Source: an optimization exercise on an open RTL-to-GDS flow (aim: small area). Production flows keep margins and buffers that such runs may drop.
At most, simulation tests tie the RTL to the original design; equivalence was not proved.
Function not checked in run 5: the RTL went through the layout flow alone.
No activity file was given, so power comes from the tool's default toggle rates.

==> flow/design.v <==
module msdf_conv(
    input  [1:0] d,
    input  [8:0] eq,       
    input  [8:0] keep,     
    input  [8:0] gt,       
    input        lo,       
    input        start,
    input  [8:0] hi,       
    input        lz,       
    output [8:0] hi_nxt,   
    output       lz_nxt
);
  wire pos = (d == 2'b10);
  wire neg = (d == 2'b01);
  wire nz  = pos | neg;
  wire [9:0] z;
  assign z[0] = lz;
  genvar n;
  generate
    for (n = 0; n < 9; n = n + 1) begin : g
      assign z[n+1] = z[n] & ~hi[n];
      assign hi_nxt[n] = (eq[n] & nz) | (keep[n] & (hi[n] ^ (neg & gt[n] & z[n])));
    end
  endgenerate
  assign lz_nxt = (start | lz) & ~(nz & lo);
endmodule
module msdf_fa(input a, input b, input c, output s, output co);
  assign s = a ^ b ^ c;
  assign co = (a & b) | (a & c) | (b & c);
endmodule
module msdf_mul(
    input         start,
    input  [1:0]  x,       
    input  [1:0]  y,       
    input  [8:0]  av,      
    input  [8:0]  bv,      
    input  [12:1] s,       
    input  [10:1] c,       
    output [12:1] s_nxt,
    output [10:1] c_nxt,
    output [1:0]  p        
);
  wire xpos = (x == 2'b10), xneg = (x == 2'b01);
  wire ypos = (y == 2'b10), yneg = (y == 2'b01);
  wire ybpos = ypos & ~start, ybneg = yneg & ~start;
  wire [13:0] ia = start ? 14'd0 : {s[12], s, 1'b0};
  wire [13:0] id = start ? 14'd0 : {3'd0, c, 1'b0};
  wire [13:0] ib;
  genvar n;
  generate
    for (n = 0; n < 9; n = n + 1) begin : bsel
      assign ib[n] = av[n] ? ybpos : ybneg;
    end
  endgenerate
  assign ib[13:9] = {5{ybneg}};
  wire [13:0] ic = xneg ? ~{5'd0, bv} : xpos ? {5'd0, bv} : 14'd0;
  wire [13:0] s1, t1, o, t2;
  wire [13:0] t1s = {t1[12:0], yneg};
  generate
    for (n = 0; n < 14; n = n + 1) begin : fa
      msdf_fa f1(.a(ia[n]), .b(ib[n]), .c(ic[n]), .s(s1[n]), .co(t1[n]));
      msdf_fa f2(.a(s1[n]), .b(id[n]), .c(t1s[n]), .s(o[n]), .co(t2[n]));
    end
  endgenerate
  wire [13:0] co = {t2[12:0], xneg};
  wire [3:0] e = o[13:10] + co[13:10];
  wire sp = ~e[3] & (e[2] | e[1]);
  wire sn =  e[3] & ~(e[2] & e[1]);
  assign p = {sp, sn};
  assign s_nxt = {e[1:0], o[9:0]};
  assign c_nxt = co[9:0];
endmodule
module MSDFDotProductModule(input clk, input reset,
    input [1:0] io_a_3,
    input [1:0] io_a_2,
    input [1:0] io_a_1,
    input [1:0] io_a_0,
    input [1:0] io_b_3,
    input [1:0] io_b_2,
    input [1:0] io_b_1,
    input [1:0] io_b_0,
    input  io_start,
    output[1:0] io_c
);
  reg  [3:0] cnt;
  wire [3:0] j = io_start ? 4'd0 : cnt;
  always @(posedge clk) cnt <= j + {3'd0, j != 4'd15};
  wire [8:0] eq, gt, keep;
  genvar n;
  generate
    for (n = 0; n < 9; n = n + 1) begin : dec
      assign eq[n]   = (j == 4'd8 - n);
      assign gt[n]   = (j >  4'd8 - n);
      assign keep[n] = ~eq[n] & ~io_start;
    end
  endgenerate
  wire lo = (j >= 4'd9);
  wire [1:0] xa [0:3];
  wire [1:0] yb [0:3];
  assign xa[0] = io_a_0; assign xa[1] = io_a_1; assign xa[2] = io_a_2; assign xa[3] = io_a_3;
  assign yb[0] = io_b_0; assign yb[1] = io_b_1; assign yb[2] = io_b_2; assign yb[3] = io_b_3;
  wire [1:0] m [0:3];
  genvar i;
  generate
    for (i = 0; i < 4; i = i + 1) begin : pr
      reg  [8:0]  qa, qb;
      reg         la, lb;
      reg  [12:1] rs;
      reg  [10:1] rc;
      wire [8:0]  qa_nxt, qb_nxt;
      wire        la_nxt, lb_nxt;
      wire [12:1] rs_nxt;
      wire [10:1] rc_nxt;
      msdf_conv ca(.d(xa[i]), .eq(eq), .keep(keep), .gt(gt), .lo(lo), .start(io_start),
                   .hi(qa), .lz(la), .hi_nxt(qa_nxt), .lz_nxt(la_nxt));
      msdf_conv cb(.d(yb[i]), .eq(eq), .keep(keep), .gt(gt), .lo(lo), .start(io_start),
                   .hi(qb), .lz(lb), .hi_nxt(qb_nxt), .lz_nxt(lb_nxt));
      msdf_mul mu(.start(io_start), .x(xa[i]), .y(yb[i]), .av(qa), .bv(qb_nxt),
                  .s(rs), .c(rc), .s_nxt(rs_nxt), .c_nxt(rc_nxt), .p(m[i]));
      always @(posedge clk) begin
        qa <= qa_nxt; la <= la_nxt;
        qb <= qb_nxt; lb <= lb_nxt;
        rs <= rs_nxt; rc <= rc_nxt;
      end
    end
  endgenerate
  wire f4 = (j == 4'd4);    
  wire f6 = (j == 4'd6);    
  reg r51, r49, r32, r39, r37, r16, r17, r2, r234;
  wire fo0 = m[0][1] ^ ~m[0][0] ^ m[1][1];
  wire fc0 = (m[0][1] & ~m[0][0]) | (m[0][1] & m[1][1]) | (~m[0][0] & m[1][1]);
  wire g1 = r51 & ~r49, p1 = r51 | ~r49;
  wire fc1 = g1 | (p1 & fc0);
  wire fo1 = r51 ^ ~r49 ^ fc0;
  wire fo2 = m[2][1] ^ ~m[2][0] ^ m[3][1];
  wire fc2 = (m[2][1] & ~m[2][0]) | (m[2][1] & m[3][1]) | (~m[2][0] & m[3][1]);
  wire fo3 = r39 ^ ~r37 ^ fc2;
  wire fc3 = (r39 & ~r37) | (r39 & fc2) | (~r37 & fc2);
  wire z01 = f4 | fc1;      
  wire z23n = ~f4 & ~fc3;
  wire g4 = r32 & r16, p4 = r32 | r16;
  wire fo4 = r32 ^ z01 ^ r16;
  wire g5 = r17 & ~r2, p5 = r17 | ~r2;
  wire fc5 = g5 | (p5 & g4) | (p5 & p4 & f4) | (p5 & p4 & g1) | (p5 & p4 & p1 & fc0);
  wire fo5 = r17 ^ ~r2 ^ (g4 | (p4 & z01));
  always @(posedge clk) begin
    r51 <= fo0; r49 <= m[1][0];
    r39 <= fo2; r37 <= m[3][0];
    if (reset) begin
      r32 <= 1'b0; r16 <= 1'b0; r17 <= 1'b0; r2 <= 1'b0; r234 <= 1'b0;
    end else begin
      r32 <= fo1; r16 <= fo3; r17 <= fo4; r2 <= z23n; r234 <= fo5;
    end
  end
  assign io_c = {r234, ~f6 & ~fc5};
endmodule
==> flow/flow/run.sh <==
#!/bin/bash
# The standard layout (the standard.sh, unchanged synthesis and steps),
# except that buffer_ports builds the input and output port buffers from
# sky130_fd_sc_hd__buf_1 cells instead of the delay cells it picks by default;
# later repair steps may still resize them.  The output of make (all ORFS
# steps) goes to make_finish.log; each step's own log stays in orfs/logs/.
set -euo pipefail
cd "$(dirname "${BASH_SOURCE[0]}")/.."
export BUFFER_PORTS_ARGS="-buffer_cell sky130_fd_sc_hd__buf_1"
bash standard.sh finish > make_finish.log 2>&1
==> flow/standard.sh <==
#!/bin/bash
# synth_recipe.tcl (not shown) runs the flow's synth.tcl, then flattens the netlist and writes it again
# the make line also repeats each setting of config.mk as NAME=value (left out here)
make -C /OpenROAD-flow-scripts/flow DESIGN_CONFIG=/design/flow/config.mk WORK_HOME=/design/flow/orfs CLKGATE_MAP_FILE= SYNTH_SCRIPT=/design/flow/synth_recipe.tcl "${@:-finish}"
==> flow/config.mk <==
export PLATFORM = sky130hd
export DESIGN_NAME = MSDFDotProductModule
export DESIGN_NICKNAME = MSDFDotProductModule
export VERILOG_FILES = /design/flow/design.v
export SDC_FILE = /design/flow/constraint.sdc
export NUM_CORES = 4
export LEC_CHECK = 0
export CAP_MARGIN = 20
export CORE_MARGIN = 2
export CORE_UTILIZATION = 40
export CTS_BUF_LIST = sky130_fd_sc_hd__clkbuf_4 sky130_fd_sc_hd__clkbuf_8
export CTS_CLUSTER_SIZE = 30
export SLEW_MARGIN = 20
==> flow/constraint.sdc <==
create_clock -name core_clock -period 8.0 [get_ports {clk}]
set_input_delay 1.6000 -clock core_clock [delete_from_list [all_inputs] [get_ports {clk}]]
set_output_delay 1.6000 -clock core_clock [all_outputs]
set_load 0.01 [all_outputs]
==> results of run 1 <==
[worst min-delay path by stage]
stage | from | end | slack (ns)
6_report | pr[3].la | pr[3].la | 0.49
5_1_grt | pr[3].la | pr[3].la | 0.50
4_1_cts | pr[3].la | pr[3].la | 0.49
3_5_place_dp | pr[3].la | pr[3].la | 0.46
3_3_place_gp | pr[3].la | pr[3].la | 0.46
2_1_floorplan | pr[3].la | pr[3].la | 0.45
[report_power, final]
group | switching [mW] | total [mW] | internal [mW]
Sequential | 0.0934 | 1.19 | 1.09
Combinational | 0.534 | 0.974 | 0.440
Clock | 0.367 | 0.629 | 0.262
[cell families (layout without fill, tap and decap cells)]
logic type / after synthesis / in the layout / share of synthesized area
xor+xnor: 77 / 77 / 0.0616
simple gates: 348 / 348 / 0.172
fa+ha+maj: 145 / 145 / 0.231
compound gates: 143 / 143 / 0.0923
flops: 181 / 181 / 0.331
mux: 75 / 75 / 0.0712
buf+inv: 115 / 124 / 0.0409
[cell usage in the layout, fill, tap and decap left out, types with 23 or more instances in the layout]
cell / Yosys / routed
nor3_1: 28 / 28
nor2_1: 84 / 84
nor2b_1: 97 / 97
inv_1: 53 / 53
xnor2_1: 60 / 60
fa_1: 95 / 95
ha_1: 50 / 50
o22ai_1: 38 / 38
mux2_2: 23 / 23
mux2i_1: 52 / 52
dfxtp_1: 181 / 181
nand2_1: 45 / 45
[registers in the layout, indices dropped and copies added, names as in the netlist]
signal  flops
pr.rc      40
r51         1
pr.qb      36
r2          1
pr.lb       4
cnt         4
r37         1
r49         1
r17         1
pr.qa      36
pr.rs      48
pr.la       4
r16         1
r234        1
r39         1
r32         1
[synthesized netlist by cell type, types with 4 or more instances]
master,n
o22a_1,9
a211oi_1,14
nand2_1,45
a21oi_1,15
nand2b_1,4
mux2i_1,52
o311ai_0,5
nand4bb_1,5
fa_1,95
nand3_1,14
nor2b_1,97
a21o_1,7
o21ai_1,4
or3_1,12
nor4_1,19
buf_2,9
and2_1,5
xnor2_1,60
o21ai_0,9
nor2_1,84
nor3_1,28
or2_2,6
buf_1,13
ha_1,50
inv_1,53
dfxtp_1,181
o22ai_1,38
a31oi_1,6
mux2_2,23
clkbuf_1,36
xor2_1,17
or4_1,8
[routing by layer]
metal / share of wire / vias up / track usage / wire length, µm
li1: - / 3708 / - / -
met1: 0.49 / 3801 / 0.282 / 12600
met2: 0.45 / 192 / 0.287 / 11500
met3: 0.051 / 29 / 0.0343 / 1320
met4: 0.016 / 0 / 0.0483 / 405
met5: 0 / - / 0 / 0
[through the flow]
stage | setup WS (ns) | utilization
3_3_place_gp | 0.926 | 0.421
3_5_place_dp | 0.857 | 0.421
6_report | 0.835 | 0.435
5_1_grt | 0.467 | 0.435
4_1_cts | 0.816 | 0.435
2_1_floorplan | 1.24 | -
[area by class of cell]
cell class	instances	area [µm²]	area share
sequential	181	3620	0.309
clock buffer	20	256	0.0219
inverter	55	206	0.0176
clock inverter	12	124	0.0106
timing repair buffer	37	206	0.0176
tap	341	427	0.0364
multi-input combinational	788	6890	0.587
==> metrics.yaml, run 1 <==
synthesis:
  ys_types: 74
  ys_ff_latch: 181
  synthTopCellsByArea: "dfxtp_1, fa_1, ha_1, nor2b_1, xnor2_1"
  yosysSeqAreaShare: 0.331
  netlist_instances: 1084
  synthArstFlopShare: 0
  ys_warn_count: 1
  synthesis.area_um2: 11000
  synth.avg_cell_area_um2: 10.1
  yosysTopAreaCell: "dfxtp_1"
  yosys_most_used_dff: "dfxtp_1"
  synthesis.nets: 1248
  synth_edf_count: 0
  synth_top_area_frac: 0.331
worst_setup_path:
  startpoint_type: "input port"
  crit_path_end_kind: "primary output"
  critPathTopFamily: "adder cells"
  rr_endpoint: "r16"
  critPathMaxFanout: 13
  path_cells: "buf_1 > inv_1 > ha_1 > buf_4 > or4bb_1 > nor4_2 > xnor2_1 > mux2i_1 > mux2_2 > fa_1 > inv_1 > fa_1 > inv_1 > ha_1 > inv_1 > fa_1 > and2_1 > o2bb2ai_1 > a31oi_1 > buf_1"
  critical_path_depth: 20
  critPathBufInv: 7
  critPathCapture: "io_c[0]"
  crit_start: "io_b_0[1]"
  critical_path.most_common_cell: "inv_1"
  cpPeakStageDelay_ns: 0.57
  path_class: "input port to primary output"
  cp_slowest_cell: "or4bb_1"
  critPathRequiredTime_ns: 6.40
  r2r_slack_ns: 2.38
  r2r_cells: 18
  r2r_start: "cnt[1]"
  arrival_ns: 5.56
detailed_routing:
  drtPass1Iterations: 6
  num_vias: 7730
  drc: 0
  avgViaCountPerCell: 5.39
  drt_iter0_drc: 628
  routed_wl_um: 25800
  wl_per_cell_um: 18.0
  ant_nets: 0
die:
  initial_core_util: 0.406
  core_um2: 27000
  dieArea_um2: 28700
  row_count: 60
  die_y_um: 169
  die_x_um: 169
  pin_count: 21
timing:
  fmax_mhz: 140
  finalMaxSlewViolations: 0
  tightest_slew_ns: 1.05
  fin_crit_ns: 7.16
  slew_headroom: 0.301
  fin_skew_ns: 0.0184
  hold_violations: 0
  holdWs_ns: 0.488
  tns_ns: 0
  fin_crit_sh: 0.896
  setup_violations: 0
  rsz0062_at_grt: "no"
cells_and_area:
  fin_area_um2: 11700
  fillCellCount: 2569
  drive_gt1_frac: 0.0860
  synthToLayoutAreaGrowth_pct: 7.15
  nets: 1244
  antenna_cells: 0
  finalNonFillerCells: 1434
min_path:
  hold_class: "register to register"
  hold_depth: 1
clock_network:
  cts-resized-gates: 0
  clkSlewWorstSetupHoldPaths_ns: 0.10
  ctsHtreeMaxLevel: 4
  clockRootBuffer: "clkbuf_8"
  clock_path_buffers: 2
  cts_buffers: 17
  cts_tree: "yes"
  clkSinkCount: 181
  worst_skew_pair.late_latency_ns: 0.49
  cts_setup_buffers: 0
  ctsHoldBuffers: 0
job:
  cap_violations: 0
global_route:
  grt.total_usage: 0.190
  antenna_found_initial: 0
  grt_pass1_wl_um: 42400
  grt_overflow: 0
  grt_pass1_vias: 7544
  grt_start_max_net_pins: 44
pwr:
  total_power_mw: 2.79
  irDropWorstVdd_uv: 91.8
  power.density_nw_per_um2: 238
  p_leak_nw: 4.72
placement:
  dp.cells: 1402
  place_area_um2: 11400
  port-buffer-count: 20
  gp_congestion: 0.854
  hpwl_um: 18300
status:
  status: "timing/DRC/antenna clean"
==> inputs of run 2 (changes only) <==
--- a/flow/config.mk
+++ b/flow/config.mk
@@ -10,4 +10,5 @@
 export CORE_UTILIZATION = 40
 export CTS_BUF_LIST = sky130_fd_sc_hd__clkbuf_4 sky130_fd_sc_hd__clkbuf_8
 export CTS_CLUSTER_SIZE = 30
+export GPL_TIMING_DRIVEN = 0
 export SLEW_MARGIN = 20
==> metrics.yaml, run 2 <==
status:
  status: "timing/DRC/antenna clean"
cells_and_area:
  mostFrequentLayoutCells: "dfxtp_1, nor2b_1, fa_1"
  final_common_cell: "dfxtp_1"
  nets: 1285
  largest_register_ffs: 48
  antenna_cells: 0
  synthToLayoutAreaGrowth_pct: 8.44
  largestRegisters: "pr.rs x48, pr.rc x40"
  drive_gt1_frac: 0.0820
  fillCellCount: 2606
  regMostFlops: "pr.rs"
placement:
  port-buffer-count: 20
  hpwl_um: 20900
  gp_congestion: 0.896
detailed_routing:
  wl_per_cell_um: 19.3
  ant_nets: 0
  drc: 0
  routed_wl_um: 28500
  avgViaCountPerCell: 5.44
  drt_iter0_drc: 711
  num_vias: 8022
  drtPass1Iterations: 5
die:
  row_count: 60
  dieArea_um2: 28700
  die_x_um: 169
  initial_core_util: 0.406
  core_um2: 27000
  die_y_um: 169
  pin_count: 21
synthesis:
  synth_edf_count: 0
  synthArstFlopShare: 0
  ys_types: 74
  synth.avg_cell_area_um2: 10.1
  ys_ff_latch: 181
  yosysSeqAreaShare: 0.331
  yosys_most_used_dff: "dfxtp_1"
  synth_top_area_frac: 0.331
  synth.most_common_cell: "dfxtp_1"
  synth_top_cells_by_count: "dfxtp_1, nor2b_1, fa_1"
  yosysTopAreaCell: "dfxtp_1"
  synthesis.nets: 1248
  ys_warn_count: 1
  netlist_instances: 1084
  synthTopCellsByArea: "dfxtp_1, fa_1, ha_1, nor2b_1, xnor2_1"
  synthesis.area_um2: 11000
global_route:
  grt_pass1_wl_um: 45500
  grt_overflow: 0
  antenna_found_initial: 0
  grt_pass1_vias: 7992
  grt.total_usage: 0.209
  grt_start_max_net_pins: 20
worst_setup_path:
  r2r_slack_ns: 2.63
  r2r_start: "cnt[0]"
  crit_path_end_kind: "primary output"
  path_class: "input port to primary output"
  r2r_cells: 20
  rr_endpoint: "r234"
  critPathRequiredTime_ns: 6.40
  arrival_ns: 5.93
  critPathMaxFanout: 12
  startpoint_type: "input port"
timing:
  fin_skew_ns: 0.0192
  tightest_slew_ns: 0.925
  fmax_mhz: 133
  rsz0062_at_grt: "no"
  slew_headroom: 0.383
  fin_crit_sh: 0.941
  tns_ns: 0
  setup_violations: 0
  holdWs_ns: 0.499
  hold_violations: 0
  finalMaxSlewViolations: 0
  fin_crit_ns: 7.53
job:
  cap_violations: 0
min_path:
  min_from: "pr[3].la"
  min_to: "pr[3].la"
  hold_class: "register to register"
  hold_depth: 1
pwr:
  power.density_nw_per_um2: 238
  irDropWorstVdd_uv: 108
  p_leak_nw: 4.77
clock_network:
  ctsHtreeMaxLevel: 4
  cts_tree: "yes"
  clkSinkCount: 181
  cts_buffers: 17
  worst_skew_pair.late_latency_ns: 0.49
  clockRootBuffer: "clkbuf_8"
  clock_path_buffers: 2
  ctsHoldBuffers: 0
  clkSlewWorstSetupHoldPaths_ns: 0.10
-- run 2: repair_timing --
| item | 4_1_cts | 5_1_grt |
|---|---|---|
| gates resized for setup | 2 | 6 |
| setup buffers | 0 | 0 |
| endpoints found under the setup margin | 1 | 1 |
-- run 2: per-layer routing --
layer | global-route usage | wire length, µm | vias to the layer above
met3 | 0.0368 | 1660 | 40
met5 | 0 | 0 | -
met4 | 0.0569 | 519 | 0
met1 | 0.293 | 13200 | 3938
li1 | - | - | 3789
met2 | 0.332 | 13100 | 255
-- run 2: area by class of cell --
cell class / instances / area [µm²] / share of cell area
repair buffers: 20 / 75.1 / 0.00632
well taps: 341 / 427 / 0.0359
plain buffers: 58 / 241 / 0.0203
inverters: 55 / 206 / 0.0174
multi-input cells: 788 / 6900 / 0.581
flip-flops and latches: 181 / 3620 / 0.305
clock inverters: 14 / 159 / 0.0134
clock buffers: 18 / 241 / 0.0203
-- run 2: worst max path at each step --
stage	from	endpoint	cells after the start
6_report	io_a_1[1]	io_c[0]	17
5_1_grt	io_a_1[1]	io_c[0]	17
4_1_cts	io_start	io_c[0]	16
3_5_place_dp	io_start	io_c[0]	16
3_3_place_gp	io_start	io_c[0]	15
2_1_floorplan	io_start	io_c[0]	13
-- run 2: stage by stage --
step / util / setup WS (ns) / instances / power [mW] / instance area [µm²]
global placement: 0.425 / -0.149 / 1445 / 2.18 / 11500
finish: 0.441 / 0.475 / 1475 / 2.83 / 11900
global route: 0.441 / 0.179 / 1475 / 3.05 / 11900
CTS: 0.441 / 0.0644 / 1476 / 2.86 / 11900
floorplan: - / 1.24 / 1084 / 1.92 / 11000
detailed placement: 0.426 / -0.190 / 1445 / 2.20 / 11500
-- run 2: worst max-delay path: stages --
cell and delay [ns]:
buf_1 0.10, inv_1 0.06, ha_1 0.60, clkinv_1 0.55, nand2_1 0.53, mux2i_1 0.20, fa_1 0.44, inv_1 0.09
fa_1 0.16, inv_1 0.04, ha_1 0.22, fa_1 0.43, xor2_1 0.16, or2_2 0.28, o2bb2ai_1 0.14, a31oi_1 0.14
buf_1 0.17
-- run 2: kinds of logic after synthesis --
| kind of cell | Yosys count | share of synthesized area |
|---|---|---|
| AO/OA/AOI/OAI | 143 | 0.0923 |
| XOR/XNOR | 77 | 0.0616 |
| adder cells (fa/ha/maj) | 145 | 0.231 |
| buffers and inverters | 115 | 0.0409 |
| flip-flops | 181 | 0.331 |
| multiplexers | 75 | 0.0712 |
| AND/OR/NAND/NOR | 348 | 0.172 |
-- run 2: report_power, final --
part	leakage, nW	switching [mW]	internal [mW]
logic	3.08	0.558	0.443
clock network	0.199	0.383	0.265
registers	1.49	0.0835	1.09
==> inputs of run 3 (changes only) <==
--- a/flow/flow/run.sh
+++ b/flow/flow/run.sh
@@ -7,4 +7,5 @@
 set -euo pipefail
 cd "$(dirname "${BASH_SOURCE[0]}")/.."
 export BUFFER_PORTS_ARGS="-buffer_cell sky130_fd_sc_hd__buf_1"
+export CTS_ARGS="-sink_clustering_enable -repair_clock_nets -sink_clustering_size 30 -buf_list {sky130_fd_sc_hd__clkbuf_4 sky130_fd_sc_hd__clkbuf_8} -dont_use_dummy_load"
 bash standard.sh finish > make_finish.log 2>&1
--- a/flow/config.mk
+++ b/flow/config.mk
@@ -10,5 +10,4 @@
 export CORE_UTILIZATION = 40
 export CTS_BUF_LIST = sky130_fd_sc_hd__clkbuf_4 sky130_fd_sc_hd__clkbuf_8
 export CTS_CLUSTER_SIZE = 30
-export GPL_TIMING_DRIVEN = 0
 export SLEW_MARGIN = 20
==> metrics.yaml, run 3 <==
synthesis:
  yosys_most_used_dff: "dfxtp_1"
  synth_edf_count: 0
  ys_warn_count: 1
  synth_top_cells_by_count: "dfxtp_1, nor2b_1, fa_1"
  ys_ff_latch: 181
  synthTopCellsByArea: "dfxtp_1, fa_1, ha_1, nor2b_1, xnor2_1"
  yosysTopAreaCell: "dfxtp_1"
  netlist_instances: 1084
  synthesis.area_um2: 11000
  synth.most_common_cell: "dfxtp_1"
  yosysSeqAreaShare: 0.331
  synthArstFlopShare: 0
  synthesis.nets: 1248
  synth.avg_cell_area_um2: 10.1
  ys_types: 74
  synth_top_area_frac: 0.331
die:
  die_x_um: 169
  die_y_um: 169
  initial_core_util: 0.406
  core_um2: 27000
  dieArea_um2: 28700
  pin_count: 21
  row_count: 60
timing:
  fmax_mhz: 139
  tightest_slew_ns: 1.02
  setup_violations: 0
  hold_violations: 0
  fin_crit_ns: 7.17
  fin_skew_ns: 0.0275
  finalMaxSlewViolations: 0
  fin_crit_sh: 0.897
  slew_headroom: 0.318
  tns_ns: 0
  rsz0062_at_grt: "no"
detailed_routing:
  drc: 0
  avgViaCountPerCell: 5.36
  wl_per_cell_um: 18.2
  routed_wl_um: 25800
  drtPass1Iterations: 5
  drt_iter0_drc: 635
  ant_nets: 0
  num_vias: 7600
global_route:
  grt_pass1_wl_um: 42200
  grt_pass1_vias: 7492
  grt.total_usage: 0.189
  antenna_found_initial: 0
  grt_overflow: 0
  grt_start_max_net_pins: 44
pwr:
  pwr-share-seq: 0.448
  comb_power_share: 0.367
  switching_share: 0.351
  p_sw_mw: 0.931
  p_leak_nw: 4.66
  power.density_nw_per_um2: 229
  irDropWorstVdd_uv: 91.8
  p_int_mw: 1.72
  clkPwrFrac: 0.186
worst_setup_path:
  crit_path_end_kind: "primary output"
  r2r_start: "cnt[1]"
  critPathMaxFanout: 13
  cp_slowest_cell: "or4bb_1"
  cpPeakStageDelay_ns: 0.57
  rr_endpoint: "r234"
  r2r_slack_ns: 2.39
  arrival_ns: 5.57
  startpoint_type: "input port"
  path_class: "input port to primary output"
  r2r_cells: 21
  critical_path.most_common_cell: "inv_1"
  path_cells: "buf_1 > inv_1 > ha_1 > buf_4 > or4bb_1 > nor4_2 > xnor2_1 > mux2i_1 > mux2_2 > fa_1 > inv_1 > fa_1 > inv_1 > ha_1 > inv_1 > fa_1 > and2_1 > o2bb2ai_1 > a31oi_1 > buf_1"
  critPathRequiredTime_ns: 6.40
min_path:
  hold_class: "register to register"
  min_from: "pr[3].la"
  hold_depth: 1
  min_to: "pr[3].la"
cells_and_area:
  largestRegisters: "pr.rs x48, pr.rc x40"
  synthToLayoutAreaGrowth_pct: 5.81
  regMostFlops: "pr.rs"
  fin_area_um2: 11600
  drive_gt1_frac: 0.0733
  largest_register_ffs: 48
  nets: 1244
  mostFrequentLayoutCells: "dfxtp_1, nor2b_1, fa_1"
  final_util: 0.430
  finalNonFillerCells: 1419
  antenna_cells: 0
  final_common_cell: "dfxtp_1"
placement:
  hpwl_um: 18300
  dp.cells: 1402
  port-buffer-count: 20
  gp_congestion: 0.854
  place_area_um2: 11400
clock_network:
  cts_setup_buffers: 0
  clock_path_buffers: 2
  worst_skew_pair.late_latency_ns: 0.48
  clkSinkCount: 181
  cts_buffers: 17
  clkSlewWorstSetupHoldPaths_ns: 0.08
  ctsHoldBuffers: 0
  clockRootBuffer: "clkbuf_8"
  ctsHtreeMaxLevel: 4
  cts-resized-gates: 0
  cts_tree: "yes"
status:
  status: "timing/DRC/antenna clean"
job:
  cap_violations: 0
==> run 3: cell counts after synthesis <==
Identical to the previous run, type by type.
==> run 3: final cells by class <==
type / count / area, µm²
flip-flops and latches: 181 / 3620
clock buffers: 17 / 234
fillers: 2573 / 15400
repair buffers: 37 / 206
multi-input cells: 788 / 6890
inverters: 55 / 206
well taps: 341 / 427
==> run 3: kinds of logic (layout without fill, tap and decap cells) <==
| group | count (synthesis) | after routing | share of synthesized area |
|---|---|---|---|
| AND/OR/NAND/NOR | 348 | 348 | 0.172 |
| adder cells (fa/ha/maj) | 145 | 145 | 0.231 |
| AO/OA/AOI/OAI | 143 | 143 | 0.0923 |
| flip-flops | 181 | 181 | 0.331 |
| XOR/XNOR | 77 | 77 | 0.0616 |
| buffers and inverters | 115 | 109 | 0.0409 |
| multiplexers | 75 | 75 | 0.0712 |
==> run 3: layer usage <==
metal  vias to the layer above  part of all wire  global-route usage  wire length [µm]
met5                         -                 0                   0                 0
met4                         0             0.013              0.0394               339
met3                        28             0.052              0.0385              1340
met2                       174              0.44               0.285             11400
met1                      3709              0.49               0.280             12600
li1                       3689                 -                   -                 -
==> run 3: power by group through the flow <==
| stage | clock network [mW] | registers [mW] | logic, mW |
|---|---|---|---|
| after floorplan | 0 | 1.17 | 0.746 |
| after global placement | 0 | 1.20 | 0.967 |
| after detailed placement | 0 | 1.20 | 0.981 |
| after CTS | 0.504 | 1.19 | 0.994 |
| after global routing | 0.540 | 1.21 | 1.12 |
| final | 0.493 | 1.19 | 0.973 |
==> run 3: through the flow <==
stage	setup WS (ns)	hold slack, ns	power [mW]
finish	0.827	0.487	2.65
global route	0.467	0.491	2.86
CTS	0.816	0.481	2.68
detailed placement	0.857	0.463	2.19
global placement	0.926	0.459	2.17
floorplan	1.24	0.448	1.92
==> run 3: worst max-delay path: cells and delay by family <==
family | cells | cell delay (ns)
multiplexers | 2 | 0.55
adder cells (fa/ha/maj) | 5 | 1.30
AO/OA/AOI/OAI | 2 | 0.29
buffers and inverters | 7 | 0.67
AND/OR/NAND/NOR | 3 | 1.05
XOR/XNOR | 1 | 0.11
==> run 3: worst max-delay path by stage <==
stage | start | endpoint | slack (ns) | cells past startpoint
after global routing | io_b_0[1] | io_c[0] | 0.47 | 20
after detailed placement | io_b_0[1] | io_c[0] | 0.86 | 20
after CTS | io_b_0[1] | io_c[0] | 0.82 | 20
after floorplan | io_start | io_c[0] | 1.24 | 13
after global placement | io_b_0[1] | io_c[0] | 0.93 | 20
final | io_b_0[1] | io_c[0] | 0.83 | 20
==> inputs of run 4 (changes only) <==
==> flow/flow/run.sh (replaced) <==
#!/bin/bash
# The standard layout (standard.sh: ORFS synthesis and all later steps),
# with three changes to how the layout is made:
#  - synthesis maps the logic with an area-oriented ABC script
#    (flow/abc_area.script) instead of ORFS's delay-oriented one; everything
#    else in synthesis (registers, their names and cells) is unchanged.  ORFS's
#    scripts are copied to ./orfs_scripts and only abc_speed.script is replaced.
#  - buffer_ports builds the port buffers from sky130_fd_sc_hd__buf_1 cells
#    instead of the delay cells it picks by default (repair may resize them).
#  - CTS does not add dummy loads.
# The output of make (all ORFS steps) goes to make_finish.log; each step's own
# log stays in orfs/logs/.
set -euo pipefail
cd "$(dirname "${BASH_SOURCE[0]}")/.."
rm -rf orfs_scripts
cp -r "$FLOW_HOME/scripts" orfs_scripts
cp flow/abc_area.script orfs_scripts/abc_speed.script
export SCRIPTS_DIR="$PWD/orfs_scripts"
export BUFFER_PORTS_ARGS="-buffer_cell sky130_fd_sc_hd__buf_1"
export CTS_ARGS="-sink_clustering_enable -repair_clock_nets -sink_clustering_size 30 -buf_list {sky130_fd_sc_hd__clkbuf_4 sky130_fd_sc_hd__clkbuf_8} -dont_use_dummy_load"
bash standard.sh finish > make_finish.log 2>&1
==> flow/flow/abc_area.script (new file) <==
&get -n
&st
&dch
&nf -R 1000 -p
&st
&syn2
&dch
&nf -R 1000 -p
&st
&syn2
&dch
&nf -R 1000 -p
&put
==> metrics.yaml, run 4 <==
detailed_routing:
  avgViaCountPerCell: 5.13
  drtPass1Iterations: 4
  wl_per_cell_um: 16.4
  routed_wl_um: 21900
  ant_nets: 0
  num_vias: 6847
  drt_iter0_drc: 404
  drc: 0
worst_setup_path:
  startpoint_type: "input port"
  r2r_start: "pr[1].lb"
  path_class: "input port to primary output"
  crit_path_end_kind: "primary output"
  r2r_cells: 24
  crit_start: "io_b_1[1]"
  arrival_ns: 6.02
  r2r_slack_ns: 2.86
  critPathMaxFanout: 5
  critPathRequiredTime_ns: 6.40
  rr_endpoint: "r234"
clock_network:
  clkSlewWorstSetupHoldPaths_ns: 0.09
  cts_buffers: 17
  worst_skew_pair.late_latency_ns: 0.45
  clock_path_buffers: 2
  cts_tree: "yes"
  ctsHoldBuffers: 0
  clkSinkCount: 181
  ctsHtreeMaxLevel: 4
  clockRootBuffer: "clkbuf_8"
synthesis:
  yosysSeqAreaShare: 0.362
  yosys.area_share.simple: 0.159
  netlist_instances: 959
  synth.area.mux_share: 0.0405
  synthTopCellsByArea: "dfxtp_1, fa_1, ha_1, nor2b_1, mux2_1"
  yosysTopAreaCell: "dfxtp_1"
  synth.most_common_cell: "dfxtp_1"
  synth_top_cells_by_count: "dfxtp_1, nor2b_1, fa_1"
  synth_xor_xnor_area_share: 0.0630
  synth.avg_cell_area_um2: 10.4
  synthArstFlopShare: 0
  synthesis.area_um2: 10000
  ys_warn_count: 1
  synth_compound_gate_area_share: 0.104
  ys_ff_latch: 181
  ys_types: 37
  synthesis.nets: 1123
  synth_top_family_by_area: "adder cells"
  synthAdderAreaFrac: 0.253
  synth_top_area_frac: 0.362
  synth_edf_count: 0
  yosys_most_used_dff: "dfxtp_1"
die:
  initial_core_util: 0.409
  row_count: 57
  dieArea_um2: 26300
  core_um2: 24500
  die_y_um: 162
  pin_count: 21
  die_x_um: 162
cells_and_area:
  nets: 1177
  largest_register_ffs: 48
  antenna_cells: 0
  synthToLayoutAreaGrowth_pct: 8.83
  largestRegisters: "pr.rs x48, pr.rc x40"
  multi_input_area_um2: 6250
  fin_area_um2: 10900
  fillCellCount: 2368
  regMostFlops: "pr.rs"
  mostFrequentLayoutCells: "dfxtp_1, nor2b_1, fa_1"
  final_common_cell: "dfxtp_1"
  drive_gt1_frac: 0.0455
  ff_latch_area_um2: 3620
pwr:
  p_leak_nw: 4.33
  irDropWorstVdd_uv: 99.7
  power.density_nw_per_um2: 241
timing:
  hold_violations: 0
  worst_slack_ns: 0.379
  fin_skew_ns: 0.0300
  slew_headroom: 0.405
  fin_crit_sh: 0.953
  fmax_mhz: 131
  finalMaxSlewViolations: 0
  tightest_slew_ns: 0.889
  fin_crit_ns: 7.62
  tns_ns: 0
  setup_violations: 0
placement:
  gp_congestion: 0.829
  hpwl_um: 16000
  port-buffer-count: 20
  pre_cts_ws_ns: 0.208
  place_area_um2: 10600
status:
  status: "timing/DRC/antenna clean"
global_route:
  antenna_found_initial: 0
  grt_overflow: 0
  grt_pass1_vias: 7328
  grt_start_max_net_pins: 50
  grt_pass1_wl_um: 36600
  grt.total_usage: 0.178
job:
  cap_violations: 0
min_path:
  min_to: "pr[2].lb"
  min_from: "pr[2].lb"
  hold_depth: 1
  hold_class: "register to register"
## run 4: routing by layer
| metal | routed length [µm] | GRT usage | up-vias |
|---|---|---|---|
| li1 | - | - | 3381 |
| met1 | 9850 | 0.227 | 3318 |
| met2 | 10600 | 0.303 | 121 |
| met3 | 1030 | 0.0411 | 27 |
| met4 | 333 | 0.0499 | 0 |
| met5 | 0 | 0 | - |
## run 4: area by class of cell
type / instances / share of cell area
Sequential cell: 181 / 0.333
Tap cell: 324 / 0.0372
Timing Repair Buffer: 36 / 0.0183
Multi-Input combinational cell: 730 / 0.574
Clock buffer: 17 / 0.0215
Inverter: 47 / 0.0162
## run 4: worst max path at each step
stage	endpoint	slack, ns	depth (start not counted)
3_3_place_gp	io_c[0]	0.28	25
5_1_grt	io_c[0]	-0.03	24
2_1_floorplan	io_c[0]	0.80	23
6_report	io_c[0]	0.38	25
3_5_place_dp	io_c[0]	0.21	25
4_1_cts	io_c[0]	0.17	25
## run 4: timing repair
action	in CTS	in global routing
endpoints found under the setup margin	0	1
resized for setup	0	14
buffers inserted	0	3
## run 4: power breakdown
part / internal, mW / switching (mW)
Clock: 0.188 / 0.288
Combinational: 0.439 / 0.515
Sequential: 1.11 / 0.0830
Total: 1.73 / 0.886
## run 4: cells by family after synthesis
logic type	Yosys count
mux	36
xor+xnor	72
simple gates	308
compound gates	169
buf+inv	48
fa+ha+maj	145
flops	181
## run 4: worst max-delay path: stages
cell,delay (ns)
buf_1,0.09
clkinv_1,0.05
ha_1,0.17
nand2_1,0.10
nor3_2,0.14
nand2b_1,0.09
or2_0,0.30
nor3_2,0.23
xor2_1,0.16
nand2_1,0.06
o21ai_0,0.12
mux2_1,0.38
fa_1,0.42
clkinv_1,0.07
fa_1,0.17
clkinv_1,0.07
ha_1,0.24
fa_1,0.47
xor2_2,0.17
o21a_2,0.19
nand2_1,0.08
a21oi_1,0.18
nor3b_2,0.06
o311a_1,0.29
buf_1,0.13
## run 4: stage by stage
stage | hold WS (ns) | cells | utilization | power (mW)
after floorplan | 0.448 | 959 | - | 1.91
after CTS | 0.481 | 1332 | 0.442 | 2.65
after detailed placement | 0.461 | 1315 | 0.432 | 2.16
final | 0.478 | 1335 | 0.445 | 2.62
after global routing | 0.491 | 1335 | 0.445 | 2.85
after global placement | 0.455 | 1315 | 0.432 | 2.13
==> inputs of run 5 (changes only) <==
--- a/flow/design.v
+++ b/flow/design.v
@@ -19,7 +19,8 @@
   generate
     for (n = 0; n < 9; n = n + 1) begin : g
       assign z[n+1] = z[n] & ~hi[n];
-      assign hi_nxt[n] = (eq[n] & nz) | (keep[n] & (hi[n] ^ (neg & gt[n] & z[n])));
+      wire tz = gt[n] & z[n];
+      assign hi_nxt[n] = (eq[n] & nz) | (keep[n] & (hi[n] ^ (neg & tz)));
     end
   endgenerate
   assign lz_nxt = (start | lz) & ~(nz & lo);
@@ -53,7 +54,13 @@
     end
   endgenerate
   assign ib[13:9] = {5{ybneg}};
-  wire [13:0] ic = xneg ? ~{5'd0, bv} : xpos ? {5'd0, bv} : 14'd0;
+  wire [13:0] ic;
+  generate
+    for (n = 0; n < 9; n = n + 1) begin : csel
+      assign ic[n] = bv[n] ? xpos : xneg;
+    end
+  endgenerate
+  assign ic[13:9] = {5{xneg}};
   wire [13:0] s1, t1, o, t2;
   wire [13:0] t1s = {t1[12:0], yneg};
   generate
==> metrics.yaml, run 5 <==
synthesis:
  ys_types: 32
  synthesis.area_um2: 9910
  synth.most_common_cell: "dfxtp_1"
  ys_ff_latch: 181
  synth_edf_count: 0
  synthTopCellsByArea: "dfxtp_1, fa_1, ha_1, nor2b_1, xnor2_1"
  ys_warn_count: 1
  synth_top_area_frac: 0.366
  synthArstFlopShare: 0
  synthesis.nets: 1108
  yosysSeqAreaShare: 0.366
  yosys_most_used_dff: "dfxtp_1"
  netlist_instances: 944
  synth.avg_cell_area_um2: 10.5
  yosysTopAreaCell: "dfxtp_1"
  synth_top_cells_by_count: "dfxtp_1, nor2b_1, fa_1"
cells_and_area:
  synthToLayoutAreaGrowth_pct: 9.71
  drive_gt1_frac: 0.0580
  largestRegisters: "pr.rs x48, pr.rc x40"
  antenna_cells: 0
  fillCellCount: 2316
  fin_area_um2: 10900
  largest_register_ffs: 48
  regMostFlops: "pr.rs"
  final_common_cell: "dfxtp_1"
  final_util: 0.447
  finalNonFillerCells: 1324
  mostFrequentLayoutCells: "dfxtp_1, nor2b_1, fa_1"
  nets: 1166
die:
  initial_core_util: 0.408
  row_count: 57
  die_x_um: 161
  core_um2: 24300
  pin_count: 21
  die_y_um: 161
  dieArea_um2: 26100
global_route:
  grt_overflow: 0
  grt_pass1_vias: 6579
  grt.total_usage: 0.172
  grt_pass1_wl_um: 35200
  antenna_found_initial: 0
  grt_start_max_net_pins: 101
detailed_routing:
  num_vias: 6672
  ant_nets: 0
  avgViaCountPerCell: 5.04
  drc: 0
  dr_wl_met2_um: 9040
  drtPass1Iterations: 5
  drt_iter0_drc: 319
  wl_per_cell_um: 15.9
  wl_met3_um: 646
  routed_wl_um: 21100
  top_layer: "met4"
  wl_met1_um: 11000
worst_setup_path:
  arrival_ns: 6.14
  critPathRequiredTime_ns: 6.40
  crit_path_end_kind: "primary output"
  path_class: "input port to primary output"
  startpoint_type: "input port"
  critPathMaxFanout: 4
timing:
  hold_violations: 0
  fin_skew_ns: 0.0244
  slew_headroom: 0.417
  finalMaxSlewViolations: 0
  tns_ns: 0
  fmax_mhz: 129
  fin_crit_sh: 0.967
  fin_crit_ns: 7.74
  setup_violations: 0
  tightest_slew_ns: 0.865
placement:
  port-buffer-count: 20
  place_area_um2: 10500
  hpwl_um: 15400
  dp.cells: 1303
  gp_congestion: 0.857
clock_network:
  clockRootBuffer: "clkbuf_8"
  clock_path_buffers: 2
  cts_tree: "yes"
  worst_skew_pair.late_latency_ns: 0.46
  clkSinkCount: 181
  clkSlewWorstSetupHoldPaths_ns: 0.07
  cts_buffers: 17
  ctsHtreeMaxLevel: 4
pwr:
  power.density_nw_per_um2: 240
  irDropWorstVdd_uv: 86.7
  p_leak_nw: 4.28
  total_power_mw: 2.61
min_path:
  hold_class: "register to register"
status:
  status: "timing/DRC/antenna clean"
job:
  cap_violations: 0
[run 5: cell types whose count changed after synthesis, sizes merged, moves of 10 or more]
cell    before  now
o22ai       51   64
nand2b      24   10
a21oi       56   45
xnor2       44   64
nand2       46   56
[run 5: worst paths after layout]
path                                   from       end  slack (ns)  cells past startpoint
worst max-delay path              io_b_1[1]   io_c[0]        0.26                     25
worst min-delay path               pr[0].la  pr[0].la        0.48                      1
worst max register to register  pr[3].qb[0]        r2        2.65                     19
worst min register to register     pr[0].la  pr[0].la        0.48                      1
[run 5: cell families after synthesis]
group                      count (synthesis)  synth area share
AOI/OAI and AO/OA                        150            0.0921
xor gates and xnor gates                  85            0.0751
adders and majority gates                145             0.255
buffers and inverters                     49            0.0189
DFF                                      181             0.366
muxes                                     36            0.0409
and+or+nand+nor                          298             0.152
[run 5: through the flow]
step	setup slack (ns)	hold WS (ns)
final	0.263	0.479
after global routing	-0.0159	0.491
after CTS	0.0558	0.480
after detailed placement	0.0567	0.462
after global placement	0.119	0.455
after floorplan	0.199	0.448
[run 5: per-layer routing]
metal / up-vias / GRT usage
li1: 3308 / -
met1: 3218 / 0.259
met2: 117 / 0.254
met3: 29 / 0.0252
met4: 0 / 0.0544
met5: - / 0
[run 5: repair_timing]
item	in CTS	in global routing
hold buffers	0	0
resized for setup	0	26
buffers inserted	0	4
endpoints found under the setup margin	0	1
[run 5: power by group]
group	leakage [nW]	switching [mW]	internal (mW)
clock	0.122	0.288	0.188
sequential	1.49	0.0790	1.10
combinational	2.67	0.507	0.445
total	4.28	0.873	1.74
[run 5: area by class of cell]
type                            instances  area, µm²  share of cell area
Timing Repair Buffer                   40        241              0.0222
Inverter                               48        180              0.0166
Multi-Input combinational cell        714       6190               0.569
Clock buffer                           17        234              0.0215
Tap cell                              324        405              0.0373
Sequential cell                       181       3620               0.333
[run 5: worst max-delay path: stages]
cell and delay [ns]:
buf_1 0.09, clkinv_1 0.05, ha_2 0.21, nand2_2 0.08
or4_4 0.51, nor4_4 0.24, nand2b_1 0.11, nor2_1 0.13
xor2_1 0.15, nand2_1 0.08, o21ai_2 0.11, mux2_4 0.33
fa_1 0.41, clkinv_1 0.07, fa_1 0.17, clkinv_1 0.07
ha_2 0.20, fa_2 0.41, xor2_2 0.17, o21a_1 0.17
nand2_1 0.09, a21oi_2 0.14, nor3b_2 0.06, o311a_1 0.33
buf_1 0.13
==> inputs of run 6 (changes only) <==
--- a/flow/design.v
+++ b/flow/design.v
@@ -19,8 +19,7 @@
   generate
     for (n = 0; n < 9; n = n + 1) begin : g
       assign z[n+1] = z[n] & ~hi[n];
-      wire tz = gt[n] & z[n];
-      assign hi_nxt[n] = (eq[n] & nz) | (keep[n] & (hi[n] ^ (neg & tz)));
+      assign hi_nxt[n] = (eq[n] & nz) | (keep[n] & (hi[n] ^ (neg & gt[n] & z[n])));
     end
   endgenerate
   assign lz_nxt = (start | lz) & ~(nz & lo);
@@ -54,28 +53,30 @@
     end
   endgenerate
   assign ib[13:9] = {5{ybneg}};
-  wire [13:0] ic;
+  wire [13:0] ic = xneg ? ~{5'd0, bv} : xpos ? {5'd0, bv} : 14'd0;
+  wire [9:0] s1, t1, o, t2;
+  wire [9:0] t1s = {t1[8:0], yneg};
   generate
-    for (n = 0; n < 9; n = n + 1) begin : csel
-      assign ic[n] = bv[n] ? xpos : xneg;
-    end
-  endgenerate
-  assign ic[13:9] = {5{xneg}};
-  wire [13:0] s1, t1, o, t2;
-  wire [13:0] t1s = {t1[12:0], yneg};
-  generate
-    for (n = 0; n < 14; n = n + 1) begin : fa
+    for (n = 0; n < 10; n = n + 1) begin : fa
       msdf_fa f1(.a(ia[n]), .b(ib[n]), .c(ic[n]), .s(s1[n]), .co(t1[n]));
       msdf_fa f2(.a(s1[n]), .b(id[n]), .c(t1s[n]), .s(o[n]), .co(t2[n]));
     end
   endgenerate
-  wire [13:0] co = {t2[12:0], xneg};
-  wire [3:0] e = o[13:10] + co[13:10];
-  wire sp = ~e[3] & (e[2] | e[1]);
-  wire sn =  e[3] & ~(e[2] & e[1]);
+  wire [9:0] co = {t2[8:0], xneg};
+  wire sa, ca, sb, cb, e0, cc;
+  msdf_fa fe1(.a(id[10]), .b(t1[9]), .c(t2[9]), .s(sa), .co(ca));
+  msdf_fa fe2(.a(ia[10]), .b(sa), .c(~xneg), .s(sb), .co(cb));
+  assign e0 = sb ^ ~ybneg;
+  assign cc = sb & ~ybneg;
+  wire k2 = (cb & cc) | (cb & ia[11]) | (cb & ca) | (cc & ia[11]) | (cc & ca) | (ia[11] & ca);
+  wire k4 = cb & cc & ia[11] & ca;
+  wire k1 = cb ^ cc ^ ia[11] ^ ca;
+  wire sp = ia[12] ? k4 : k2;
+  wire sn = ia[12] & ~k2;
+  wire [1:0] e = {~k1, e0};
   assign p = {sp, sn};
   assign s_nxt = {e[1:0], o[9:0]};
-  assign c_nxt = co[9:0];
+  assign c_nxt = co;
 endmodule
 module MSDFDotProductModule(input clk, input reset,
     input [1:0] io_a_3,
==> metrics.yaml, run 6 <==
status:
  status: "failed layout checks"
  so_faults: "setup timing"
worst_setup_path:
  arrival_ns: 7.05
  critPathTopFamily: "adder cells"
  critPathBufInv: 7
  r2r_slack_ns: 1.15
  crit_path_end_kind: "primary output"
  cpPeakStageDelay_ns: 0.54
  r2r_cells: 41
  path_class: "input port to primary output"
  rr_endpoint: "pr[1].rs[8]"
  r2r_start: "pr[1].lb"
  critPathMaxFanout: 2
  cp_slowest_cell: "or4_4"
  startpoint_type: "input port"
  critPathRequiredTime_ns: 6.40
global_route:
  antenna_found_initial: 0
  grt_pass1_wl_um: 36700
  grt_start_max_net_pins: 40
  grt.total_usage: 0.191
  grt_overflow: 0
  grt_pass1_vias: 7057
synthesis:
  synthTopCellsByArea: "dfxtp_1, fa_1, nor2b_1, ha_1, mux2_1"
  netlist_instances: 930
  synthesis.area_um2: 9530
  synthesis.nets: 1072
  yosysTopAreaCell: "dfxtp_1"
  yosys_most_used_dff: "dfxtp_1"
  ys_types: 31
  synth_top_area_frac: 0.380
  yosysSeqAreaShare: 0.380
  synth_top_cells_by_count: "dfxtp_1, nor2b_1, fa_1"
  synth.most_common_cell: "dfxtp_1"
  ys_warn_count: 1
  synthArstFlopShare: 0
  synth.avg_cell_area_um2: 10.2
  ys_ff_latch: 181
  synth_edf_count: 0
cells_and_area:
  multi_input_area_um2: 5870
  antenna_cells: 0
  final_util: 0.469
  final_common_cell: "dfxtp_1"
  synthToLayoutAreaGrowth_pct: 15.2
  ff_latch_area_um2: 3620
  largestRegisters: "pr.rs x48, pr.rc x40"
  fillCellCount: 2237
  drive_gt1_frac: 0.131
  nets: 1180
  regMostFlops: "pr.rs"
  fin_area_um2: 11000
  mostFrequentLayoutCells: "dfxtp_1, nor2b_1, fa_1"
  finalNonFillerCells: 1355
  largest_register_ffs: 48
timing:
  setup_violations: 1
  fmax_mhz: 116
  worst_slack_ns: -0.653
  tightest_slew_ns: 1.06
  rsz0062_at_grt: "yes"
  slew_headroom: 0.293
  fin_skew_ns: 0.0278
  finalMaxSlewViolations: 0
  hold_violations: 0
  fin_crit_sh: 1.08
  holdWs_ns: 0.477
  tns_ns: -0.653
  fin_crit_ns: 8.65
die:
  die_y_um: 158
  initial_core_util: 0.407
  core_um2: 23400
  die_x_um: 158
  pin_count: 21
  row_count: 56
  dieArea_um2: 25100
clock_network:
  ctsHtreeMaxLevel: 4
  worst_skew_pair.late_latency_ns: 0.47
  clockRootBuffer: "clkbuf_8"
  cts_tree: "yes"
  clkSinkCount: 181
  clkSlewWorstSetupHoldPaths_ns: 0.07
  ctsHoldBuffers: 0
  clock_path_buffers: 2
  cts_buffers: 17
detailed_routing:
  ant_nets: 0
  drtPass1Iterations: 7
  wl_per_cell_um: 16.5
  routed_wl_um: 22300
  drt_iter0_drc: 370
  drc: 0
  num_vias: 6852
  avgViaCountPerCell: 5.06
placement:
  port-buffer-count: 20
  pre_cts_ws_ns: -0.722
  dp.cells: 1304
  place_area_um2: 10300
  gp_congestion: 0.812
  hpwl_um: 15900
min_path:
  min_from: "pr[2].la"
  hold_depth: 1
  hold_class: "register to register"
  min_to: "pr[2].la"
pwr:
  irDropWorstVdd_uv: 114
  total_power_mw: 2.64
  power.density_nw_per_um2: 240
  p_leak_nw: 4.30
job:
  cap_violations: 0
-- run 6: cell count changes in the layout (fill, tap and decap cells not counted), moves of 6 or more --
cell,delta
nand3_1,+16
a21o_1,-6
buf_4,+49
xnor2_1,-22
ha_1,-14
nor2b_1,-8
fa_1,-15
-- run 6: repair_timing --
item / CTS / global route
hold endpoints to repair: 0 / 0
endpoints found under the setup margin: 1 / 5
pin swaps: 8 / 23
resized for setup: 15 / 30
buffers inserted: 39 / 4
-- run 6: kinds of logic after synthesis --
logic type,Yosys count,synth area share
compound gates,153,0.0994
xor+xnor,66,0.0606
fa+ha+maj,123,0.228
buf+inv,60,0.0240
flops,181,0.380
mux,36,0.0425
simple gates,311,0.165
-- run 6: worst max-delay path by stage --
stage	startpoint	end	cells after the start	slack, ns
2_1_floorplan	io_b_1[1]	io_c[0]	29	-0.33
3_3_place_gp	io_b_1[1]	io_c[0]	31	-0.65
3_5_place_dp	io_b_1[1]	io_c[0]	31	-0.72
4_1_cts	io_b_1[1]	io_c[0]	31	-0.63
5_1_grt	io_b_1[1]	io_c[0]	31	-0.94
6_report	io_b_1[1]	io_c[0]	31	-0.65
-- run 6: cell type report --
cell class                      instances  area share
Clock buffer                           17      0.0213
Inverter                               59      0.0208
Tap cell                              319      0.0363
Sequential cell                       181       0.330
Multi-Input combinational cell        689       0.535
Timing Repair Buffer                   90      0.0570
-- run 6: report_power, final --
| group | total, mW | internal (mW) | switching [mW] | leakage, nW |
|---|---|---|---|---|
| Sequential | 1.19 | 1.10 | 0.0874 | 1.49 |
| Combinational | 0.959 | 0.468 | 0.492 | 2.69 |
| Clock | 0.487 | 0.189 | 0.298 | 0.122 |
| Total | 2.64 | 1.76 | 0.877 | 4.30 |
-- run 6: metal layers --
layer,routed length [µm],global-route usage,up-vias,share of wire
met3,766,0.0338,26,0.034
met4,353,0.0605,0,0.016
met1,10000,0.240,3312,0.45
met5,0,0,-,0
li1,-,-,3377,-
met2,11200,0.334,137,0.50
==> inputs of run 7 (changes only) <==
--- a/flow/design.v
+++ b/flow/design.v
@@ -63,17 +63,20 @@
     end
   endgenerate
   wire [9:0] co = {t2[8:0], xneg};
-  wire sa, ca, sb, cb, e0, cc;
-  msdf_fa fe1(.a(id[10]), .b(t1[9]), .c(t2[9]), .s(sa), .co(ca));
-  msdf_fa fe2(.a(ia[10]), .b(sa), .c(~xneg), .s(sb), .co(cb));
-  assign e0 = sb ^ ~ybneg;
-  assign cc = sb & ~ybneg;
-  wire k2 = (cb & cc) | (cb & ia[11]) | (cb & ca) | (cc & ia[11]) | (cc & ca) | (ia[11] & ca);
-  wire k4 = cb & cc & ia[11] & ca;
-  wire k1 = cb ^ cc ^ ia[11] ^ ca;
+  wire s0, c1, h0, h1, f0, f1;
+  msdf_fa fe1(.a(ia[10]), .b(id[10]), .c(~xneg), .s(s0), .co(c1));
+  assign h0 = s0 ^ ~ybneg;
+  assign h1 = s0 & ~ybneg;
+  msdf_fa fe2(.a(h0), .b(t1[9]), .c(t2[9]), .s(f0), .co(f1));
+  wire g1 = c1 | h1 | ia[11];                                    
+  wire g2 = (c1 & h1) | (c1 & ia[11]) | (h1 & ia[11]);           
+  wire g3 = c1 & h1 & ia[11];                                    
+  wire gp = c1 ^ h1 ^ ia[11];                                    
+  wire k2 = g2 | (f1 & g1);
+  wire k4 = f1 & g3;
   wire sp = ia[12] ? k4 : k2;
   wire sn = ia[12] & ~k2;
-  wire [1:0] e = {~k1, e0};
+  wire [1:0] e = {~(f1 ^ gp), f0};
   assign p = {sp, sn};
   assign s_nxt = {e[1:0], o[9:0]};
   assign c_nxt = co;
==> metrics.yaml, run 7 <==
timing:
  fin_crit_ns: 7.69
  hold_violations: 0
  fmax_mhz: 130
  setup_violations: 0
  fin_crit_sh: 0.962
  tightest_slew_ns: 0.991
  finalMaxSlewViolations: 0
  slew_headroom: 0.339
  fin_skew_ns: 0.0278
  rsz0062_at_grt: "no"
  worst_slack_ns: 0.306
worst_setup_path:
  critPathBufInv: 5
  rr_endpoint: "r234"
  critical_path.most_common_cell: "nand2_1"
  cp_slowest_cell: "or4_4"
  r2r_start: "pr[0].qb[0]"
  r2r_slack_ns: 2.71
  path_class: "input port to primary output"
  arrival_ns: 6.09
  critPathRequiredTime_ns: 6.40
  cpPeakStageDelay_ns: 0.45
  startpoint_type: "input port"
  critPathTopFamily: "simple AND/OR/NAND/NOR gates"
  critPathMaxFanout: 3
  crit_path_end_kind: "primary output"
  r2r_cells: 23
cells_and_area:
  nets: 1164
  final_common_cell: "dfxtp_1"
  regMostFlops: "pr.rs"
  mostFrequentLayoutCells: "dfxtp_1, nor2_1, fa_1"
  final_util: 0.441
  fillCellCount: 2430
  largest_register_ffs: 48
  synthToLayoutAreaGrowth_pct: 9.59
  drive_gt1_frac: 0.0524
  antenna_cells: 0
  multi_input_area_um2: 5910
  ff_latch_area_um2: 3620
  largestRegisters: "pr.rs x48, pr.rc x40"
global_route:
  grt_pass1_wl_um: 35700
  grt.total_usage: 0.177
  grt_overflow: 0
  grt_start_max_net_pins: 74
  antenna_found_initial: 0
  grt_pass1_vias: 6832
min_path:
  min_from: "pr[3].rs[12]"
  hold_depth: 2
  min_to: "r37"
  hold_class: "register to register"
synthesis:
  netlist_instances: 955
  synth_top_cells_by_count: "dfxtp_1, nor2_1, fa_1"
  synthesis.area_um2: 9710
  yosysSeqAreaShare: 0.373
  synthArstFlopShare: 0
  synthTopCellsByArea: "dfxtp_1, fa_1, ha_1, nor2b_1, xnor2_1"
  synth.most_common_cell: "dfxtp_1"
  yosys_most_used_dff: "dfxtp_1"
  ys_types: 40
  synth_top_area_frac: 0.373
  ys_ff_latch: 181
  synthesis.nets: 1105
  ys_warn_count: 1
  synth_edf_count: 0
  yosysTopAreaCell: "dfxtp_1"
  synth.avg_cell_area_um2: 10.2
die:
  die_y_um: 160
  row_count: 57
  core_um2: 24100
  dieArea_um2: 25500
  die_x_um: 160
  initial_core_util: 0.403
  pin_count: 21
job:
  cap_violations: 0
pwr:
  p_leak_nw: 4.07
  power.density_nw_per_um2: 234
  total_power_mw: 2.49
  irDropWorstVdd_uv: 106
detailed_routing:
  drt_iter0_drc: 430
  ant_nets: 0
  routed_wl_um: 21800
  num_vias: 6858
  wl_per_cell_um: 16.3
  drc: 0
  avgViaCountPerCell: 5.13
  drtPass1Iterations: 5
clock_network:
  cts_tree: "yes"
  ctsHtreeMaxLevel: 4
  clock_path_buffers: 2
  cts_buffers: 17
  worst_skew_pair.late_latency_ns: 0.46
  clockRootBuffer: "clkbuf_8"
  clkSinkCount: 181
  clkSlewWorstSetupHoldPaths_ns: 0.09
status:
  status: "timing/DRC/antenna clean"
placement:
  hpwl_um: 15600
  pre_cts_ws_ns: -0.0829
  port-buffer-count: 20
  gp_congestion: 0.803
==> run 7: through the flow <==
stage / instance area, µm² / hold WS [ns] / cells / setup TNS [ns]
after global routing: 10600 / 0.494 / 1336 / 0
final: 10600 / 0.475 / 1336 / 0
after floorplan: 9710 / 0.438 / 955 / 0
after detailed placement: 10300 / 0.460 / 1316 / -0.0829
after global placement: 10300 / 0.454 / 1316 / 0
after CTS: 10600 / 0.478 / 1333 / 0
==> run 7: worst max-delay path by stage <==
| stage | startpoint | end | slack (ns) | cells past startpoint |
|---|---|---|---|---|
| finish | io_b_0[1] | io_c[0] | 0.31 | 25 |
| global route | io_b_1[0] | io_c[0] | 0.004 | 23 |
| CTS | io_b_0[1] | io_c[0] | 0.05 | 25 |
| detailed placement | io_b_0[1] | io_c[0] | -0.08 | 25 |
| global placement | io_b_0[1] | io_c[0] | 0.008 | 25 |
| floorplan | io_b_0[1] | io_c[0] | 0.35 | 23 |
==> run 7: tightest hold or removal path, stage by stage, from the launching register on <==
cell	delay, ns
dfxtp_1	0.31
nand2b_1	0.08
nor2_1	0.05
==> run 7: layout make-up <==
type / count / area share
multi-input combinational: 715 / 0.555
tap: 324 / 0.0381
sequential: 181 / 0.341
timing repair buffer: 41 / 0.0236
inverter: 58 / 0.0205
clock buffer: 17 / 0.0220
==> run 7: kinds of logic after synthesis <==
family	Yosys count	share of synthesized area
and+or+nand+nor	335	0.177
DFF	181	0.373
AOI/OAI and AO/OA	157	0.0989
adders and majority gates	131	0.238
xor gates and xnor gates	63	0.0568
buffers and inverters	59	0.0232
muxes	29	0.0334
==> run 7: per-layer routing <==
| metal | part of all wire | GRT usage | vias to the layer above | wire, µm |
|---|---|---|---|---|
| met3 | 0.044 | 0.0395 | 8 | 966 |
| met2 | 0.49 | 0.304 | 109 | 10700 |
| met4 | 0.0059 | 0.0324 | 0 | 129 |
| met1 | 0.46 | 0.232 | 3383 | 9990 |
| met5 | 0 | 0 | - | 0 |
| li1 | - | - | 3358 | - |
==> run 7: report_power, final <==
group / switching [mW] / internal [mW]
combinational: 0.452 / 0.373
sequential: 0.0806 / 1.10
clock: 0.294 / 0.189
total: 0.827 / 1.66
==> run 7: what timing repair did <==
action | in CTS | in global routing
resized for setup | 3 | 15
endpoints found under the hold margin | 0 | 0
setup buffers | 0 | 3
setup endpoints to repair | 1 | 1
pin swaps | 0 | 7
hold buffers | 0 | 0
==> inputs of run 8 (changes only) <==
==> flow/flow/abc_area.script (replaced) <==
&get -n
&st
&dch
&nf -R 0 -p
&st
&syn2
&dch
&nf -R 0 -p
&st
&syn2
&dch
&nf -R 0 -p
&put
--- a/flow/config.mk
+++ b/flow/config.mk
@@ -10,4 +10,5 @@
 export CORE_UTILIZATION = 40
 export CTS_BUF_LIST = sky130_fd_sc_hd__clkbuf_4 sky130_fd_sc_hd__clkbuf_8
 export CTS_CLUSTER_SIZE = 30
+export GPL_TIMING_DRIVEN = 0
 export SLEW_MARGIN = 20
==> metrics.yaml, run 8 <==
cells_and_area:
  mostFrequentLayoutCells: "dfxtp_1, fa_1, nor2b_1"
  multi_input_area_um2: 6010
  synthToLayoutAreaGrowth_pct: 8.80
  finalNonFillerCells: 1317
  largest_register_ffs: 48
  largestRegisters: "pr.rs x48, pr.rc x40"
  final_util: 0.440
  fillCellCount: 2336
  antenna_cells: 0
  final_common_cell: "dfxtp_1"
  ff_latch_area_um2: 3620
  regMostFlops: "pr.rs"
  drive_gt1_frac: 0.0332
  nets: 1145
timing:
  worst_slack_ns: 0.307
  hold_violations: 0
  fin_crit_ns: 7.69
  tns_ns: 0
  tightest_slew_ns: 0.998
  slew_headroom: 0.333
  fin_crit_sh: 0.962
  finalMaxSlewViolations: 0
  setup_violations: 0
  fmax_mhz: 130
  fin_skew_ns: 0.0268
clock_network:
  clkSlewWorstSetupHoldPaths_ns: 0.09
  clockRootBuffer: "clkbuf_8"
  ctsHtreeMaxLevel: 4
  clock_path_buffers: 2
  cts_buffers: 17
  clkSinkCount: 181
  worst_skew_pair.late_latency_ns: 0.46
  cts_tree: "yes"
worst_setup_path:
  path_class: "input port to primary output"
  critPathRequiredTime_ns: 6.40
  path_cells: "buf_1 > clkinv_1 > ha_2 > nand4bb_2 > nor4_4 > nor4b_4 > xnor2_1 > mux2i_1 > mux2_1 > fa_1 > clkinv_1 > fa_1 > clkinv_1 > fa_1 > nand2_1 > nand2_1 > a2bb2oi_1 > fa_1 > nor2_1 > a211oi_1 > a211oi_1 > nor3_1 > buf_1"
  cpPeakStageDelay_ns: 0.48
  cp_slowest_cell: "fa_1"
  critical_path.most_common_cell: "fa_1"
  arrival_ns: 6.09
  startpoint_type: "input port"
  crit_path_end_kind: "primary output"
  critPathMaxFanout: 4
synthesis:
  synth_top_cells_by_count: "dfxtp_1, fa_1, nor2b_1"
  ys_ff_latch: 181
  synth_top_area_frac: 0.370
  synthTopCellsByArea: "dfxtp_1, fa_1, nor2b_1, ha_1, mux2_1"
  netlist_instances: 951
  synthArstFlopShare: 0
  synthesis.area_um2: 9790
  ys_types: 49
  synthesis.nets: 1101
  yosys_most_used_dff: "dfxtp_1"
  yosysTopAreaCell: "dfxtp_1"
  synth_edf_count: 0
  synth.avg_cell_area_um2: 10.3
  yosysSeqAreaShare: 0.370
  synth.most_common_cell: "dfxtp_1"
  ys_warn_count: 1
pwr:
  p_leak_nw: 4.11
  power.density_nw_per_um2: 232
  irDropWorstVdd_uv: 79.4
  total_power_mw: 2.47
placement:
  port-buffer-count: 20
  pre_cts_ws_ns: -0.0808
  gp_congestion: 0.817
  dp.cells: 1298
  hpwl_um: 15300
die:
  die_x_um: 160
  pin_count: 21
  dieArea_um2: 25700
  core_um2: 24200
  die_y_um: 160
  initial_core_util: 0.405
  row_count: 57
detailed_routing:
  drc: 0
  routed_wl_um: 21000
  drt_iter0_drc: 327
  drtPass1Iterations: 4
  wl_per_cell_um: 16.0
  avgViaCountPerCell: 5.07
  ant_nets: 0
  num_vias: 6681
global_route:
  grt_pass1_wl_um: 34100
  antenna_found_initial: 0
  grt_overflow: 0
  grt_pass1_vias: 6553
  grt.total_usage: 0.168
  grt_start_max_net_pins: 38
status:
  status: "timing/DRC/antenna clean"
min_path:
  hold_class: "register to register"
job:
  cap_violations: 0
[run 8: cell count changes after synthesis, sizes merged, moves of 6 or more]
cell / delta
nand2: +27
nand2b: -26
nor2: -22
a21oi: -10
xor2: +8
mux2: +7
mux2i: +6
[run 8: final cells by class]
| cell class | instances | area share |
|---|---|---|
| Timing Repair Buffer | 25 | 0.0130 |
| Buffer | 1 | 0.000705 |
| Multi-Input combinational cell | 709 | 0.565 |
| Clock buffer | 17 | 0.0220 |
| Tap cell | 324 | 0.0381 |
| Sequential cell | 181 | 0.340 |
| Inverter | 60 | 0.0214 |
[run 8: where the power goes]
group          internal (mW)  switching (mW)  leakage, nW  total [mW]
Sequential              1.10          0.0794         1.49        1.18
Clock                  0.188           0.290        0.122       0.478
Combinational          0.366           0.446         2.50       0.811
Total                   1.65           0.815         4.11        2.47
[run 8: worst max-delay path, delay by kind of cell]
family | cells | cell delay, ns
compound gates | 3 | 0.49
simple gates | 7 | 1.25
xor+xnor | 1 | 0.10
mux | 2 | 0.61
fa+ha+maj | 5 | 1.57
buf+inv | 5 | 0.47
[run 8: kinds of logic after synthesis]
logic type	share of synthesized area
multiplexers	0.0473
adder cells (fa/ha/maj)	0.236
AND/OR/NAND/NOR	0.172
XOR/XNOR	0.0591
AO/OA/AOI/OAI	0.0919
flip-flops	0.370
buffers and inverters	0.0238
[run 8: path summary, 6_finish.rpt]
kind | from | to | slack, ns | cells past startpoint
max reg2reg | cnt[3] | r234 | 2.66 | 18
max | io_b_0[1] | io_c[0] | 0.31 | 23
min | pr[3].rs[12] | r37 | 0.46 | 2
min reg2reg | pr[3].rs[12] | r37 | 0.46 | 2
[run 8: timing repair]
item                       in CTS  in global routing
pin swaps                       0                  1
setup endpoints to repair       1                  1
hold buffers                    0                  0
setup buffers                   0                  2
gates resized for setup         2                 10
[run 8: per-stage QoR]
| stage | hold slack [ns] | area [µm²] |
|---|---|---|
| after CTS | 0.456 | 10600 |
| after detailed placement | 0.444 | 10300 |
| after global routing | 0.489 | 10600 |
| after floorplan | 0.432 | 9790 |
| final | 0.458 | 10600 |
| after global placement | 0.443 | 10300 |
[run 8: per-layer routing]
metal	vias up	share of wire	wire length, µm	track usage
met1	3230	0.48	10000	0.229
met5	-	0	0	0
li1	3327	-	-	-
met3	14	0.045	944	0.0439
met2	110	0.47	9920	0.271
met4	0	0.0066	139	0.0336

## port drivers added, routing unchanged
The results above use ideal ports. As a check the final layouts listed here were re-extracted and re-timed, cells and wires unchanged.
Step 1: set_driving_cell puts a clkbuf_16 on clk and a buf_2 on each other input, an assumption about the parent block.
Step 2 adds t to the input delays and takes it off the output delays; t is the mean of the earliest and latest rising clock arrival at the registers after step 1. Input paths then give back, and output paths get back, about the clock's delay inside the block.
Slacks: ideal / step 1 / step 2; pairs: ideal / step 1.
| run | t (ns) | setup slack, ns | worst hold slack (ns) | worst register clock-pin slew, ns | worst slew at a driven data input, ns |
|---|---|---|---|---|---|
| run 1 | 0.524 | 0.835 / 0.813 / 0.813 | 0.488 / 0.488 / 0.488 | 0.11 / 0.11 | 0.03 |
| run 2 | 0.524 | 0.475 / 0.454 / 0.454 | 0.499 / 0.499 / 0.499 | 0.11 / 0.11 | 0.03 |
| run 3 | 0.512 | 0.827 / 0.805 / 0.805 | 0.487 / 0.487 / 0.487 | 0.10 / 0.10 | 0.03 |
| run 4 | 0.480 | 0.379 / 0.359 / 0.359 | 0.478 / 0.478 / 0.478 | 0.09 / 0.09 | 0.04 |
| run 5 | 0.486 | 0.263 / 0.244 / 0.244 | 0.479 / 0.479 / 0.479 | 0.09 / 0.09 | 0.03 |
| run 6 | 0.494 | -0.653 / -0.694 / -0.694 | 0.477 / 0.477 / 0.477 | 0.10 / 0.10 | 0.06 |
| run 7 | 0.486 | 0.306 / 0.286 / 0.286 | 0.475 / 0.475 / 0.475 | 0.10 / 0.10 | 0.03 |
| run 8 | 0.494 | 0.307 / 0.285 / 0.285 | 0.458 / 0.458 / 0.458 | 0.10 / 0.10 | 0.03 |
For run 6, which loses most, drivers alone change the setup slack by -0.041 ns; drivers and shift together by -0.041 ns.
